Background: an optimization exercise with open tools, aiming at small area. Do not read the settings as production practice. The RTL was checked by simulation tests, not by an equivalence proof against the original design. Power figures rest on the tool's default switching activity, not on a simulated workload.

// top
module  top(
        input                   clk                     ,
        input                   s_rst_n                 ,
        input                   key1                    ,
        input                   key2                    ,
        input                   key3                    ,
        output  wire            led                     ,
        output  wire            rs                      ,
        output  wire            rw                      ,
        output  wire            en                      ,
        output  wire            on                      ,
        output  wire  [ 7: 0]   data
);
reg     [ 1: 0]                 rst_r                           ;
wire                            rst_n                           ;
wire                            k1, k2, k3, tick                ;
wire    [ 3: 0]                 sec_l, min_l, hour_l, alarm_min_l, alarm_hour_l;
wire    [ 2: 0]                 sec_h, min_h, alarm_min_h       ;
wire    [ 1: 0]                 hour_h, alarm_hour_h            ;
wire    [ 3: 0]                 n_min_l, n_hour_l, n_alarm_min_l, n_alarm_hour_l;
wire    [ 2: 0]                 n_min_h, n_alarm_min_h          ;
wire    [ 1: 0]                 n_hour_h, n_alarm_hour_h        ;
wire    [ 2: 0]                 adjust                          ;
  ...
make LEC_CHECK=0 CAP_MARGIN=20 CORE_MARGIN=2 CORE_UTILIZATION=40 SLEW_MARGIN=20 SYNTH_HIERARCHICAL=1 finish   # period 20.0 ns
run.sh (not shown) runs the stock make flow with config.mk's settings and CLKGATE_MAP_FILE= SYNTH_SCRIPT=/design/flow/synth_recipe.tcl, a recipe that flattens the netlist after the stock synthesis.
Edit:
- CORE_UTILIZATION: 40 -> 70
- CTS_BUF_LIST: default -> sky130_fd_sc_hd__clkbuf_8
=> Core utilization grows by 31 points. Die area shrinks by 42%. Clock power shrinks by 21%. Worst setup slack got worse by 59 ps. Flip-flop and latch count stays the same. Via count grows by 3.0%. Final cell count shrinks by about 10%. Non-clock buffer count grows by 1. Maximum frequency shrinks by 0.81%.

## old
top, a different RTL version from the one above (not shown whole).
Size in the first run: about 580 cells after synthesis, about 18 I/O pins.
Settings: LEC_CHECK=0, CAP_MARGIN=20, CORE_MARGIN=2, CORE_UTILIZATION=70, SLEW_MARGIN=20, SYNTH_HIERARCHICAL=1; clock period 20.0 ns.
standard.sh (not shown) runs the stock make flow with config.mk's settings and CLKGATE_MAP_FILE= SYNTH_SCRIPT=/design/flow/synth_recipe.tcl, a recipe that flattens the netlist after the stock synthesis.
==> flow/flow/run.sh <==
#!/bin/bash
# Layout flow: the standard synthesis, then the combinational logic
# between the registers is mapped again with an area-oriented ABC script
# (registers, their names and cell types are kept as synthesis made them),
# then the standard layout from floorplan to finish.
set -euo pipefail
R=orfs/results/sky130hd/top/base

# 1. standard synthesis
bash standard.sh synth > log_1_standard_synth.log 2>&1

# 2. re-map the combinational logic
cp $R/1_2_yosys.v netlist_standard.v
sed -e "s#@LIB@#$FLOW_HOME/platforms/sky130hd/lib/sky130_fd_sc_hd__tt_025C_1v80.lib#g" \
    -e "s#@ABC@#$PWD/flow/area.abc#g" \
    -e "s#@DONTUSE@#$(cat flow/dont_use.txt | sed 's/^/-dont_use /' | tr '\n' ' ')#g" \
    flow/remap.ys > remap.ys
yosys -l log_2_remap.log -q remap.ys > log_2_remap.stdout 2>&1
# keep the standard netlist if the new one is not smaller or lost a register
std_ff=$(grep -c "sky130_fd_sc_hd__d[f]" netlist_standard.v || true)
new_ff=$(grep -c "sky130_fd_sc_hd__d[f]" netlist_remapped.v || true)
if [[ "$std_ff" == "$new_ff" ]] && [[ -s netlist_remapped.v ]]; then
  sleep 1
  cp netlist_remapped.v $R/1_2_yosys.v
  touch $R/1_2_yosys.v
else
  echo "remap not used: registers $std_ff vs $new_ff" > log_2_remap_skipped.log
fi

# 3. standard layout on the new netlist
bash standard.sh > log_3_standard_finish.log 2>&1
Other scripts of this flow, unchanged in this note and not shown: flow/flow/area.abc, flow/flow/dont_use.txt, flow/flow/remap.ys
Per the final summary, old finished and its layout is clean on timing, DRC and antenna.
--- input diff old..new ---
diff --git a/flow/flow/run.sh b/flow/flow/run.sh
--- a/flow/flow/run.sh
+++ b/flow/flow/run.sh
@@ -31 +31,6 @@
-bash standard.sh > log_3_standard_finish.log 2>&1
+# flow/make_args.txt: one more make variable per line for these steps
+args=()
+if [[ -f flow/make_args.txt ]]; then
+  while IFS= read -r line; do [[ -n "$line" ]] && args+=("$line"); done < flow/make_args.txt
+fi
+bash standard.sh "${args[@]}" finish > log_3_standard_finish.log 2>&1
==> flow/flow/make_args.txt (new file) <==
BUFFER_PORTS_ARGS=-buffer_cell sky130_fd_sc_hd__buf_1
CTS_ARGS=-sink_clustering_enable -repair_clock_nets -dont_use_dummy_load -buf_list sky130_fd_sc_hd__clkbuf_8 -sink_clustering_size 12
==> results.txt <==
Delta (new minus old): synthesized cell area has remained practically unchanged, relative contribution of sequential cells to total power has increased, number of gates on the worst path with buffers counted has increased, power has decreased. Worst hold slack: new vs old up 0.040 ns.

## run 1
Starting RTL as in the previous note.
Settings: LEC_CHECK=0, CAP_MARGIN=20, CORE_MARGIN=2, CORE_UTILIZATION=70, SLEW_MARGIN=20, SYNTH_HIERARCHICAL=1; clock period 20.0 ns.
==> flow/flow/run.sh <==
#!/bin/bash
# Layout flow: the standard synthesis, then the combinational logic
# between the registers is mapped again with an area-oriented ABC script
# (registers, their names and cell types are kept as synthesis made them),
# then the standard layout from floorplan to finish.
set -euo pipefail
R=orfs/results/sky130hd/top/base

# 1. standard synthesis
bash standard.sh synth > log_1_standard_synth.log 2>&1

# 2. re-map the combinational logic
cp $R/1_2_yosys.v netlist_standard.v
sed -e "s#@LIB@#$FLOW_HOME/platforms/sky130hd/lib/sky130_fd_sc_hd__tt_025C_1v80.lib#g" \
    -e "s#@ABC@#$PWD/flow/area.abc#g" \
    -e "s#@DONTUSE@#$(cat flow/dont_use.txt | sed 's/^/-dont_use /' | tr '\n' ' ')#g" \
    flow/remap.ys > remap.ys
yosys -l log_2_remap.log -q remap.ys > log_2_remap.stdout 2>&1
# keep the standard netlist if the new one is not smaller or lost a register
std_ff=$(grep -c "sky130_fd_sc_hd__d[f]" netlist_standard.v || true)
new_ff=$(grep -c "sky130_fd_sc_hd__d[f]" netlist_remapped.v || true)
if [[ "$std_ff" == "$new_ff" ]] && [[ -s netlist_remapped.v ]]; then
  sleep 1
  cp netlist_remapped.v $R/1_2_yosys.v
  touch $R/1_2_yosys.v
else
  echo "remap not used: registers $std_ff vs $new_ff" > log_2_remap_skipped.log
fi

# 3. standard layout on the new netlist
# flow/make_args.txt: one more make variable per line for these steps
args=()
if [[ -f flow/make_args.txt ]]; then
  while IFS= read -r line; do [[ -n "$line" ]] && args+=("$line"); done < flow/make_args.txt
fi
bash standard.sh "${args[@]}" finish > log_3_standard_finish.log 2>&1
==> flow/flow/make_args.txt <==
BUFFER_PORTS_ARGS=-buffer_cell sky130_fd_sc_hd__buf_1
CTS_ARGS=-sink_clustering_enable -repair_clock_nets -dont_use_dummy_load
Other scripts of this flow, unchanged in this note and not shown: flow/flow/area.abc, flow/flow/dont_use.txt, flow/flow/remap.ys
Run 1 was carried through to the last stage, and its layout satisfied the timing, design-rule and antenna checks.
Setup changes, run 1 to run 2
--- a/flow/flow/run.sh
+++ b/flow/flow/run.sh
@@ -30,7 +30,3 @@
-# 3. standard layout on the new netlist
-# flow/make_args.txt: one more make variable per line for these steps
-args=()
-if [[ -f flow/make_args.txt ]]; then
-  while IFS= read -r line; do [[ -n "$line" ]] && args+=("$line"); done < flow/make_args.txt
-fi
-bash standard.sh "${args[@]}" finish > log_3_standard_finish.log 2>&1
+# 3. standard layout on the new netlist; ports are buffered with the
+# smallest buffer (every port still gets its buffer)
+bash standard.sh "BUFFER_PORTS_ARGS=-buffer_cell sky130_fd_sc_hd__buf_1" finish > log_3_standard_finish.log 2>&1
removed: flow/flow/make_args.txt
[summary]
The met3 routed wirelength number comes out lower for run 1 vs run 2.
Higher worst-case headroom to the max-slew limit goes to run 2 over run 1.
Looking at the reports, run 2 completed the entire flow and the layout it produced met the timing, design-rule and antenna checks.
Run 1 | stages: all done | timing, DRC, antenna: all pass
Diff run 1..run 2 | instance area after placement | unchanged
From run 1 to run 2 the numbers moved as follows: delay of the slowest cell on the worst path shrank by 100 ps, overall power grew by 12%, total routed wirelength grew by 280 um, layout-stage area growth over the synthesis result grew by 2.1 points, design area grew by 110 um2.
In terms of worst hold slack, run 2 and run 1 differ only marginally.
For run 3, these inputs were changed with respect to run 2:
--- a/flow/flow/run.sh
+++ b/flow/flow/run.sh
@@ -30,3 +30,7 @@
-# 3. standard layout on the new netlist; ports are buffered with the
-# smallest buffer (every port still gets its buffer)
-bash standard.sh "BUFFER_PORTS_ARGS=-buffer_cell sky130_fd_sc_hd__buf_1" finish > log_3_standard_finish.log 2>&1
+# 3. standard layout on the new netlist
+# flow/make_args.txt: one more make variable per line for these steps
+args=()
+if [[ -f flow/make_args.txt ]]; then
+  while IFS= read -r line; do [[ -n "$line" ]] && args+=("$line"); done < flow/make_args.txt
+fi
+bash standard.sh "${args[@]}" finish > log_3_standard_finish.log 2>&1
==> flow/flow/make_args.txt (new file) <==
BUFFER_PORTS_ARGS=-buffer_cell sky130_fd_sc_hd__buf_1
CTS_ARGS=-sink_clustering_enable -repair_clock_nets -dont_use_dummy_load -buf_list sky130_fd_sc_hd__clkbuf_16 -sink_clustering_size 40
==> comparison <==
Between run 3 and run 2, it is run 3 whose worst slew slack as a fraction of its limit is lower, by 0.52 points. Taking run 2 as the reference, in run 3 leakage dissipation decreased by 0.0066 nW relative to the old numbers, aggregate global-route resource usage comparable, post-route clock period utilization now sits lower, count of clock-buffer cells in the layout went down 1, shortest period the worst path allows went down by 78 ps. Summary of run 3 over run 2: worst hold slack went down 4.8 ps; overall via count from detail_route went down 2.1%.

==> what the ideal ports hide <==
How much do the figures lean on ideal ports? The routed layouts below were timed once more, with nothing changed but the port constraints.
Step 1 assumes that a clkbuf_16 drives the clock port and a buf_2 every other input.
Step 2 also shifts input and output timing later by t, the mid clock arrival at the registers, as if the neighbouring blocks saw the same clock.
a / b / c = ideal / step 1 / step 2; a / b = the first two.
run	t, ns	setup slack, ns	clock arrival spread, ns	slew at the worst register clock pin (ns)
the first run of note 1	0.392	12.822 / 12.779 / 13.171	0.016 / 0.016	0.08 / 0.08
the second run of note 1	0.414	12.764 / 12.731 / 13.145	0.013 / 0.013	0.12 / 0.12
old	0.398	12.291 / 12.260 / 12.658	0.017 / 0.017	0.12 / 0.12
new	0.396	12.729 / 12.694 / 13.091	0.039 / 0.039	0.12 / 0.12
run 1	0.396	12.729 / 12.694 / 13.091	0.039 / 0.039	0.12 / 0.12
run 2	0.415	12.732 / 12.698 / 13.113	0.012 / 0.012	0.11 / 0.11
run 3	0.385	12.809 / 12.770 / 13.155	0.027 / 0.026	0.08 / 0.08
After both steps setup and hold are still met in every run listed.
